What follows belongs to an exercise in optimizing a design on an open flow for small area; a production flow would make more cautious choices.
The RTL was checked by simulation tests, not by an equivalence proof against the original design.
No activity file was given, so power comes from the tool's default toggle rates.

== old ==
==> module fpu, before the edit <==
module fpu(
    input  logic [31:0] op_A_in,
    input  logic [31:0] op_B_in,
    input  logic clock100KHz,
    input  logic reset,
    output logic [31:0] data_out,
    output logic [3:0]  status_out
);
    function automatic logic [6:0] add6(input logic [5:0] a, input logic [5:0] b, input logic ci);
        logic [6:0] s;
        logic       c;
        c = ci;
        for (int n = 0; n < 6; n++) begin
            s[n] = a[n] ^ b[n] ^ c;
            c    = (a[n] & b[n]) | (c & (a[n] ^ b[n]));
        end
        s[6] = c;
        add6 = s;
    endfunction
    function automatic logic [4:0] inc26(input logic [4:0] a);
        inc26 = (a[4] & a[3] & a[0]) ? 5'd0 : a + 5'd1;
    endfunction
    logic        sA, sB;
    logic [5:0]  eA, eB;
    logic [31:0] mA, mB;
    assign sA = op_A_in[31];
    assign eA = op_A_in[30:25];
    assign mA = {6'd0, eA != 6'd0, op_A_in[24:0]};
    assign sB = op_B_in[31];
    assign eB = op_B_in[30:25];
    assign mB = {6'd0, eB != 6'd0, op_B_in[24:0]};
    logic [6:0] x;
    logic       bt, big;
    logic [5:0] y;
    assign x   = add6(eB, ~eA, 1'b0);
    assign bt  = x[6];
    assign y   = bt ? x[5:0] : ~x[5:0];
    assign big = y[5] | (y[4] & y[3] & (y[2] | y[1] | (y[0] & bt)));
    logic bl;
    always_ff @(posedge clock100KHz)
        bl <= bt;
    logic [5:0] eL;
    assign eL = bl ? eB : eA;
    logic sub;
    assign sub = sA ^ sB;
    logic [4:0] i;
    always_ff @(posedge clock100KHz or negedge reset)
        if (!reset) i <= 5'd0;
        else        i <= inc26(i);
    logic first, last;
    assign first = (i == 5'd0);
    assign last  = i[4] & i[3] & i[0];    
    logic [4:0] j;
    logic       jw, wrap;
    always_ff @(posedge clock100KHz) begin
        if ((bt && i == 5'd24) || (!bt && last)) j <= big ? 5'd0 : y[4:0];
        else                                     j <= inc26(j);
        jw <= ~last & (jw | (j[4] & j[3] & j[0]));
    end
    assign wrap = jw | big;
    logic [4:0] iA, iB;
    logic       bA, bB, lb, sb, sbit, stk;
    assign iA = bl ? j : i;
    assign iB = bl ? i : j;
    assign bA = mA[iA];
    assign bB = mB[iB];
    assign lb = bl ? bB : bA;
    assign sb = bl ? bA : bB;
    assign sbit = sb & ~wrap;
    assign stk  = sb & wrap;
    logic cy, cin, s, cyn, t26;
    assign cin = first ? 1'b0 : cy;
    assign s   = lb ^ sbit ^ cin;
    assign cyn = (cin & ((lb ^ sub) | sbit)) | ((lb ^ sub) & sbit);
    assign t26 = ~sub & cyn;
    always_ff @(posedge clock100KHz)
        cy <= cyn;
    logic seen, sn, tn;
    assign sn = first ? 1'b0 : seen;
    assign tn = s ^ sn;
    always_ff @(posedge clock100KHz)
        seen <= sn | s;
    logic [4:0] off;
    logic       nz, rs, st, ng, spc;
    assign nz = ~(off == 5'd26);
    assign rs = (off == 5'd31);
    logic t;
    assign t = ng ? tn : s;
    logic [5:0] v;
    logic [6:0] er7;
    logic       ovf, unf, kill;
    assign v    = spc ? {5'd0, off[0]} : ~{off[4] & rs, off};
    assign er7  = add6(eL, v, 1'b1);
    assign ovf  = nz & ((eL == 6'd63) | (rs & eL == 6'd62));
    assign unf  = nz & ~rs & ~spc & ~er7[6];
    assign kill = ovf | unf;
    logic [4:0] zp_acc, zp_nxt, zn_acc, zn_nxt, off_new;
    logic       st_acc, st_nxt, k0;
    assign zp_nxt  = s  ? 5'd0 : first ? 5'd1 : zp_acc + 5'd1;
    assign zn_nxt  = tn ? 5'd0 : first ? 5'd1 : zn_acc + 5'd1;
    assign off_new = t26 ? 5'd31 : (sub & cyn) ? zn_nxt : zp_nxt;
    assign st_nxt = (first ? 1'b0 : st_acc) | stk | (k0 & t);
    always_ff @(posedge clock100KHz) begin
        zp_acc <= zp_nxt;
        zn_acc <= zn_nxt;
        st_acc <= st_nxt;
    end
    always_ff @(posedge clock100KHz)
        if (last) begin
            ng <= sub & cyn;
            off <= off_new;
            st <= st_nxt;
        end
    logic [4:0] k, ko;
    logic [6:0] ks;
    assign k0 = (k == 5'd0);
    assign ko = (off[4] & off[3] & off[1]) ? 5'd25 : off;    
    assign ks = add6({1'b0, i}, {1'b0, ko}, 1'b0);
    assign k  = (ks[5] | (ks[4] & ks[3] & (ks[2] | ks[1]))) ? ks[4:0] + 5'd6 : ks[4:0];
    logic rc, ceff;
    assign ceff = first ? 1'b0 : rc;
    always_ff @(posedge clock100KHz)
        rc <= k0 ? t : (ceff & t);
    logic [24:1] f;
    logic        spc_now, pend;
    assign spc_now = ceff & ~t;
    always_ff @(posedge clock100KHz) begin
        for (int n = 1; n < 23; n++)
            if (k == n) f[n] <= (t ^ ceff) & ~kill;
        pend <= t ^ ceff;
        if (k == 5'd24) begin
            f[23] <= (pend | spc_now) & ~kill;
            f[24] <= t & ~ceff & ~kill;
            spc   <= spc_now;
        end
    end
    logic sr;
    assign sr = (ng ^ bl) ? sB : sA;
    assign data_out   = {sr & ~kill, (nz & ~kill) ? er7[5:0] : 6'd0, f, 1'b0};
    assign status_out = ovf ? 4'b0100 : unf ? 4'b1000 : st ? 4'b0010 : 4'b0001;
endmodule
export LEC_CHECK = 0
export ABC_AREA = 1
export CAP_MARGIN = 20
export CORE_MARGIN = 2
export CORE_UTILIZATION = 60
export SLEW_MARGIN = 20
create_clock -name core_clock -period 10.0 [get_ports {clock100KHz}]
standard.sh (not shown) runs the stock make flow with config.mk's settings and CLKGATE_MAP_FILE= SYNTH_SCRIPT=/design/flow/synth_recipe.tcl, a recipe that flattens the netlist after the stock synthesis.
==> flow/flow/run.sh <==
#!/bin/bash
# The standard layout (standard.sh, with its standard synthesis script)
# with these changes to how the layout is made:
#  - adders are left to ABC too, instead of being mapped to the platform's
#    full- and half-adder cells first (ADDER_MAP_FILE empty).
#  - the buffer placed on every input and output port is the smallest one,
#    sky130_fd_sc_hd__buf_1.
#  - the clock tree is built from sky130_fd_sc_hd__clkbuf_4 without dummy
#    loads (all registers still get their clock through the tree's buffers).
# make's full output goes to standard.log; ORFS keeps each step's log under
# orfs/logs/.
set -euo pipefail
rm -rf scripts
cp -r "$FLOW_HOME/scripts" scripts
cp flow/abc_area.script scripts/abc_area.script
export SCRIPTS_DIR="$PWD/scripts"
export ADDER_MAP_FILE=
export BUFFER_PORTS_ARGS="-buffer_cell sky130_fd_sc_hd__buf_1"
export CTS_ARGS="-sink_clustering_enable -repair_clock_nets -buf_list sky130_fd_sc_hd__clkbuf_4 -root_buf sky130_fd_sc_hd__clkbuf_4 -dont_use_dummy_load"
bash standard.sh > standard.log 2>&1
==> flow/flow/abc_area.script <==
strash; dc2; dch -f; amap -m; topo
### old -> new
--- a/flow/design.v
+++ b/flow/design.v
@@ -121,14 +121,18 @@
     assign ceff = first ? 1'b0 : rc;
     always_ff @(posedge clock100KHz)
         rc <= k0 ? t : (ceff & t);
+    logic [3:0] klo;
+    logic [6:0] khi;
+    assign klo = 4'd1 << k[1:0];
+    assign khi = 7'd1 << k[4:2];
     logic [24:1] f;
     logic        spc_now, pend;
     assign spc_now = ceff & ~t;
     always_ff @(posedge clock100KHz) begin
         for (int n = 1; n < 23; n++)
-            if (k == n) f[n] <= (t ^ ceff) & ~kill;
+            if (klo[n % 4] & khi[n / 4]) f[n] <= (t ^ ceff) & ~kill;
         pend <= t ^ ceff;
-        if (k == 5'd24) begin
+        if (klo[0] & khi[6]) begin
             f[23] <= (pend | spc_now) & ~kill;
             f[24] <= t & ~ceff & ~kill;
             spc   <= spc_now;
## What came out
Number of nets in the synthesized netlist ends up higher on old. Of new and old, it is new that has the higher simple logic cell fraction of the synthesized area. Looking at old and new, the area growth from synthesis to layout is a wash. From old to new the numbers moved as follows: sequential share of layout area climbed 0.56 points; number of standard cells in the final layout excluding fillers decreased by about 1.5% relative to the old numbers; part of the total power dissipated in sequential elements now sits higher.

[static timing again, ports no longer ideal]
No port has a modelled driver above. Below, the same layouts with a new extraction and two added sets of constraints. Step 1 assumes that a clkbuf_16 drives the clock port and a buf_2 every other input. Step 2 moves the port delays by t, midway between the first and last clock arrival at a register: inputs arrive t later, outputs are due t later. That takes back most of the time a late clock gives input paths. Slacks: no drivers / after step 1 / after step 2; pairs: no drivers / after step 1.
| run | shift t [ns] | setup slack, ns | worst slew at a driven data input, ns |
|---|---|---|---|
| old | 0.425 | 2.491 / 2.490 / 2.065 | 0.03 |
| new | 0.410 | 2.679 / 2.646 / 2.374 | 0.04 |
After both steps every run listed still meets setup and hold. The setup slack of old, which loses most, moves by -0.001 ns with the drivers and by -0.426 ns with both steps.
